Source: an optimization exercise on an open RTL-to-GDS flow (aim: small area). Production flows keep margins and buffers that such runs may drop. Function was checked by simulation only, so behaviour that the tests miss may differ from the original. The flow treats the clock pin as an ideal source, which a real chip does not have. Power and IR drop assume default switching activity.

// psone
module psone(
	input		iCLK,
	input		iRESET,
	input		iKEY_ST,  
	output	oCS,
	output	oCLK,
	output	oMOSI,
	input		iMISO,
	input		iACK,
	input		iRX,
	output	oTX,
	output	oIND
);
Settings: LEC_CHECK=0, CAP_MARGIN=20, CORE_MARGIN=2, CORE_UTILIZATION=65, CTS_BUF_LIST=sky130_fd_sc_hd__clkbuf_4, CTS_CLUSTER_DIAMETER=100, CTS_CLUSTER_SIZE=40, PLACE_DENSITY=0.8, SLEW_MARGIN=20; clock period 10.0 ns.
standard.sh (not shown) runs the stock make flow with config.mk's settings and CLKGATE_MAP_FILE= SYNTH_SCRIPT=/design/flow/synth_recipe.tcl, a recipe that flattens the netlist after the stock synthesis.
==> flow/flow/run.sh <==
#!/bin/bash
# The standard layout (standard.sh) with three changes:
#  - synthesis maps the logic with an area-oriented ABC script (flow/abc_area.script)
#    in place of ORFS's speed script; everything else in the synthesis is the
#    standard one (synth_recipe.tcl on ORFS's synth.tcl), so the registers and
#    their names are the standard synthesis's;
#  - clock tree synthesis without dummy loads, from clkbuf_4 buffers;
#  - port buffers are buf_1 cells;
#  - after CTS, clock leaf buffers are downsized where the slew allows (flow/post_cts.tcl).
# Each tool's output goes to a log file here.
set -euo pipefail
W=$(pwd)

# A copy of ORFS's scripts in which the speed ABC script is ours.
rm -rf "$W/orfs_scripts"
cp -r "$FLOW_HOME/scripts" "$W/orfs_scripts"
cp "$W/flow/abc_area.script" "$W/orfs_scripts/abc_speed.script"
{
  echo "set ::env(SCRIPTS_DIR) {$W/orfs_scripts}"
  cat "$W/synth_recipe.tcl"
} > "$W/area_synth.tcl"

export CTS_ARGS="-sink_clustering_enable -repair_clock_nets -dont_use_dummy_load -buf_list sky130_fd_sc_hd__clkbuf_4 -sink_clustering_size 40 -sink_clustering_max_diameter 100"
export BUFFER_PORTS_ARGS="-buffer_cell sky130_fd_sc_hd__buf_1"
export POST_CTS_TCL="$W/flow/post_cts.tcl"

# Synthesis only, with our script; standard.sh then finds it done and goes on.
make -C "$FLOW_HOME" DESIGN_CONFIG="$W/config.mk" WORK_HOME="$W/orfs" CLKGATE_MAP_FILE= \
  SYNTH_SCRIPT="$W/area_synth.tcl" ADDER_MAP_FILE= synth > "$W/synth.log" 2>&1
bash standard.sh > "$W/standard.log" 2>&1
==> flow/flow/abc_area.script <==
strash
&get -n
&st
&dch
&nf -p -R 1000 -C 32
&put
mfs2
strash
&get -n
&st
&dch
&nf -p -R 1000 -C 32
&put
mfs2
strash
&get -n
&st
&dch
&nf -p -R 1000 -C 32
&put
mfs2
strash
&get -n
&st
&dch
&nf -p -R 1000 -C 32
&put
topo
==> flow/flow/post_cts.tcl <==
# After CTS: give each clock leaf buffer (one that drives only register clock
# pins) the smallest clkbuf cell that keeps the clock slew at those pins,
# with placement parasitics, under a target.
set leaf_slew_target 0.100
set sizes {sky130_fd_sc_hd__clkbuf_1 sky130_fd_sc_hd__clkbuf_2}
proc leaf_sink_pins {inst} {
  set pins {}
  set net [[$inst findITerm X] getNet]
  foreach it [$net getITerms] {
    if {[$it getInst] eq $inst} { continue }
    if {[[$it getMTerm] getName] ne "CLK"} { return {} }
    lappend pins "[[$it getInst] getName]/CLK"
  }
  return $pins
}
proc worst_slew {pins} {
  set worst 0
  foreach p $pins {
    set s [get_property [get_pins $p] slew_max]
    if {$s > $worst} { set worst $s }
  }
  return $worst
}
estimate_parasitics -placement
foreach inst [[ord::get_db_block] getInsts] {
  set name [$inst getName]
  if {![string match "clkbuf_*" $name]} { continue }
  set pins [leaf_sink_pins $inst]
  if {[llength $pins] == 0} { continue }
  set orig [[$inst getMaster] getName]
  foreach cell $sizes {
    replace_cell $name $cell
    estimate_parasitics -placement
    if {[worst_slew $pins] <= $leaf_slew_target} {
      puts "post_cts: $name ($orig, [llength $pins] sinks) -> $cell"
      break
    }
    replace_cell $name $orig
    estimate_parasitics -placement
  }
}
The first run finished with timing, DRC and antenna clean.
Then changed:
==> flow/flow/abc_area.script (replaced) <==
strash
&get -n
&st
&dch -x
&nf -p -R 1000 -C 32
&put
mfs2
strash
&get -n
&st
&dch -x
&nf -p -R 1000 -C 32
&put
mfs2
strash
&get -n
&st
&dch -x
&nf -p -R 1000 -C 32
&put
mfs2
strash
&get -n
&st
&dch -x
&nf -p -R 1000 -C 32
&put
topo
--- a/flow/flow/post_cts.tcl
+++ b/flow/flow/post_cts.tcl
@@ -2,5 +2,5 @@
 # pins) the smallest clkbuf cell that keeps the clock slew at those pins,
 # with placement parasitics, under a target.
-set leaf_slew_target 0.100
+set leaf_slew_target 0.095
 set sizes {sky130_fd_sc_hd__clkbuf_1 sky130_fd_sc_hd__clkbuf_2}
 proc leaf_sink_pins {inst} {
After rerunning: Clock power stays flat; die area barely changes; via count went down by 2.1%; routed wire length went down by 2.4%; cell area went down by 0.47%; total power hardly moves; final cell count went down by 1.2%; flip-flop and latch count is unchanged.
Then changed:
==> flow/flow/abc_area.script (replaced) <==
strash
&get -n
&st
&dch
&nf -p -R 1000 -C 32
&put
mfs2
strash
&get -n
&st
&dch
&nf -p -R 1000 -C 32
&put
mfs2
strash
&get -n
&st
&dch
&nf -p -R 1000 -C 32
&put
mfs2
strash
&get -n
&st
&dch
&nf -p -R 1000 -C 32
&put
topo
Result: Total power hardly moves. Routed wire length climbs by about 2.4%. Clock-buffer cell count does not change. Global-route usage stays flat. Setup slack gets better by 140 ps. Cell count climbs by 1.2%. Register-to-register slack gets worse by 160 ps. Area after synthesis is about the same. Clock power stays flat. Flip-flop and latch count is unchanged. Non-clock buffer count climbs by 1.

Another version of the RTL of psone (not shown whole).
Size: roughly 120 flip-flops, about 11 I/O pins, ~0.0033 mm² of cells after synthesis.
==> flow/design.v (excerpt) <==
module psone(
	input		iCLK,
	input		iRESET,
	input		iKEY_ST,  
	output	oCS,
	output	oCLK,
	output	oMOSI,
	input		iMISO,
	input		iACK,
	input		iRX,
	output	oTX,
	output	oIND
);
localparam HP = 3500;			 
localparam HB = 2604;			 
localparam HR = HP - HB + 1;	 
function [11:0] hstep(input [11:0] s);
	hstep = {s[10:0], ~(s[11] ^ s[6] ^ s[1])};
endfunction
function [11:0] hpow(input integer n);
	integer i;
	begin
		hpow = 12'd0;
		for (i = 0; i < n; i = i + 1) hpow = hstep(hpow);
	end
endfunction
localparam [11:0] H_END = hpow(HP);	 
localparam [11:0] H_RE  = hpow(HR);	 
function integer pick_sk(input integer hp);
	integer k;
	reg [11:0] a, b, c;
	begin
		a = hpow(hp - 2);
		b = hpow(hp - 1);
		c = hpow(hp);
		pick_sk = -1;
		for (k = 11; k >= 0; k = k - 1)
			if (a[k] & ~b[k] & ~c[k]) pick_sk = k;
	end
endfunction
localparam integer SK = pick_sk(HP);
function [3:0] bstep(input [3:0] s);
	bstep = {s[2:0], s[3] ^ ~(s[2] | s[1])};
endfunction
wire KEY_PR;
reg en;		 
reg M;		 
reg cs;
reg mosi;
reg tx;
reg [11:0] H;		 
localparam [11:0] HPOL = 12'b101010101010;
wire [11:0] hv = H ^ HPOL;
reg [4:0]  E;
reg [3:0]  B;
reg        bit_buf;
reg [71:0] ring;
reg [3:0]  P9;
reg [2:0]  P8;
wire HALF_PER   = (hv == H_END);
wire E25        = E[4] & E[3] & E[0];			 
wire B8         = B[3] & ~B[2] & ~B[0];			 
wire EN_SPI     = en & ~M;
wire LAST       = HALF_PER & E[4] & E[2] & E[1] & B8;	 
  ...
export LEC_CHECK = 0
export CAP_MARGIN = 20
export CORE_MARGIN = 2
export CORE_UTILIZATION = 80
export CTS_BUF_LIST = sky130_fd_sc_hd__clkbuf_4
export CTS_CLUSTER_DIAMETER = 100
export CTS_CLUSTER_SIZE = 40
export PLACE_DENSITY = 0.9
export SLEW_MARGIN = 20
create_clock -name core_clock -period 10.0 [get_ports {iCLK}]
==> flow/flow/abc_area.script <==
strash
&get -n
&st
&dch
&nf -p -R 1000 -C 32
&put
mfs2
strash
&get -n
&st
&dch
&nf -p -R 1000 -C 32
&put
mfs2
strash
&get -n
&st
&dch
&nf -p -R 1000 -C 32
&put
topo
==> flow/flow/post_cts.tcl <==
# After CTS: give each clock leaf buffer (one that drives only register clock
# pins) the smallest clkbuf cell that keeps the clock slew at those pins,
# with placement parasitics, under a target.
set leaf_slew_target 0.095
set sizes {sky130_fd_sc_hd__clkbuf_1 sky130_fd_sc_hd__clkbuf_2}
proc leaf_sink_pins {inst} {
  set pins {}
  set net [[$inst findITerm X] getNet]
  foreach it [$net getITerms] {
    if {[$it getInst] eq $inst} { continue }
    if {[[$it getMTerm] getName] ne "CLK"} { return {} }
    lappend pins "[[$it getInst] getName]/CLK"
  }
  return $pins
}
proc worst_slew {pins} {
  set worst 0
  foreach p $pins {
    set s [get_property [get_pins $p] slew_max]
    if {$s > $worst} { set worst $s }
  }
  return $worst
}
estimate_parasitics -placement
foreach inst [[ord::get_db_block] getInsts] {
  set name [$inst getName]
  if {![string match "clkbuf_*" $name]} { continue }
  set pins [leaf_sink_pins $inst]
  if {[llength $pins] == 0} { continue }
  set orig [[$inst getMaster] getName]
  foreach cell $sizes {
    replace_cell $name $cell
    estimate_parasitics -placement
    if {[worst_slew $pins] <= $leaf_slew_target} {
      puts "post_cts: $name ($orig, [llength $pins] sinks) -> $cell"
      break
    }
    replace_cell $name $orig
    estimate_parasitics -placement
  }
}
Scripts as last shown in full above: flow/flow/run.sh
Edit:
- CORE_UTILIZATION: 80 -> 50
- PLACE_DENSITY: 0.9 -> 0.7
Final cell count grows by about 8%.
Register-to-register slack gets better by 0.43 ns.
Total power is lower by about 0.9%.
Non-clock buffer count does not change.
Hold slack got worse by 0.0044 ns.
Sequential power stays flat.
Synthesized cell count stays the same.
Maximum frequency increases by 5.0%.
Core utilization goes down by 33 points.
Edit:
- CORE_UTILIZATION: 50 -> 65
- PLACE_DENSITY: 0.7 -> 0.8
After rerunning:
- final cell count went down by a few percent
- count of clock-buffer cells in the layout stays the same
- sequential power is about the same
- wire length hardly moves
- final area falls slightly
- sequential share of layout area climbs by 0.25 points
Edit:
--- a/flow/flow/abc_area.script
+++ b/flow/flow/abc_area.script
@@ -1 +1,8 @@
+strash
+&get -n
+&st
+&dch
+&nf -p -R 1000 -C 32
+&put
+mfs2
 strash
--- a/flow/flow/post_cts.tcl
+++ b/flow/flow/post_cts.tcl
@@ -3,3 +3,3 @@
 # with placement parasitics, under a target.
-set leaf_slew_target 0.095
+set leaf_slew_target 0.110
 set sizes {sky130_fd_sc_hd__clkbuf_1 sky130_fd_sc_hd__clkbuf_2}
Final cell count fell by 1.5%.
Sequential share of layout area rose by 0.49 points.
Cell area fell by 0.67%.
Routed wire length rose by 3.7%.
Die area fell by 0.36%.
Worst setup slack loses 0.027 ns.
Global-route usage fell by 0.35 points.
First-iteration DRC count rose by 70%.
Non-clock buffer count fell by 1.

[static timing again, ports no longer ideal]
The results above use ideal ports. As a check the final layouts listed here were re-extracted and re-timed, cells and wires unchanged.
Step 1 sets driving cells, clkbuf_16 on the clock port and buf_2 on the other inputs (assumed; they add their load-dependent delay and slew).
Step 2 adds t to the input delays and takes it off the output delays; t is the mean of the earliest and latest rising clock arrival at the registers after step 1. Input paths then give back, and output paths get back, about the clock's delay inside the block.
a / b / c = no drivers / after step 1 / after step 2; a / b = the first two.
| run | shift t [ns] | setup WS [ns] | worst setup path at the end |
|---|---|---|---|
| the first run of note 1 | 0.472 | 6.683 / 6.657 / 7.129 | register to output |
| the second run of note 1 | 0.489 | 6.545 / 6.517 / 7.006 | register to output |
| the third run of note 1 | 0.472 | 6.683 / 6.657 / 7.129 | register to output |
| the first run of note 2 | 0.497 | 6.189 / 6.163 / 6.661 | register to output |
| the second run of note 2 | 0.484 | 6.369 / 6.343 / 6.827 | register to output |
| the third run of note 2 | 0.470 | 6.389 / 6.363 / 6.833 | register to output |
| the fourth run of note 2 | 0.479 | 6.362 / 6.335 / 6.814 | register to output |
After both steps every run listed still meets setup and hold.
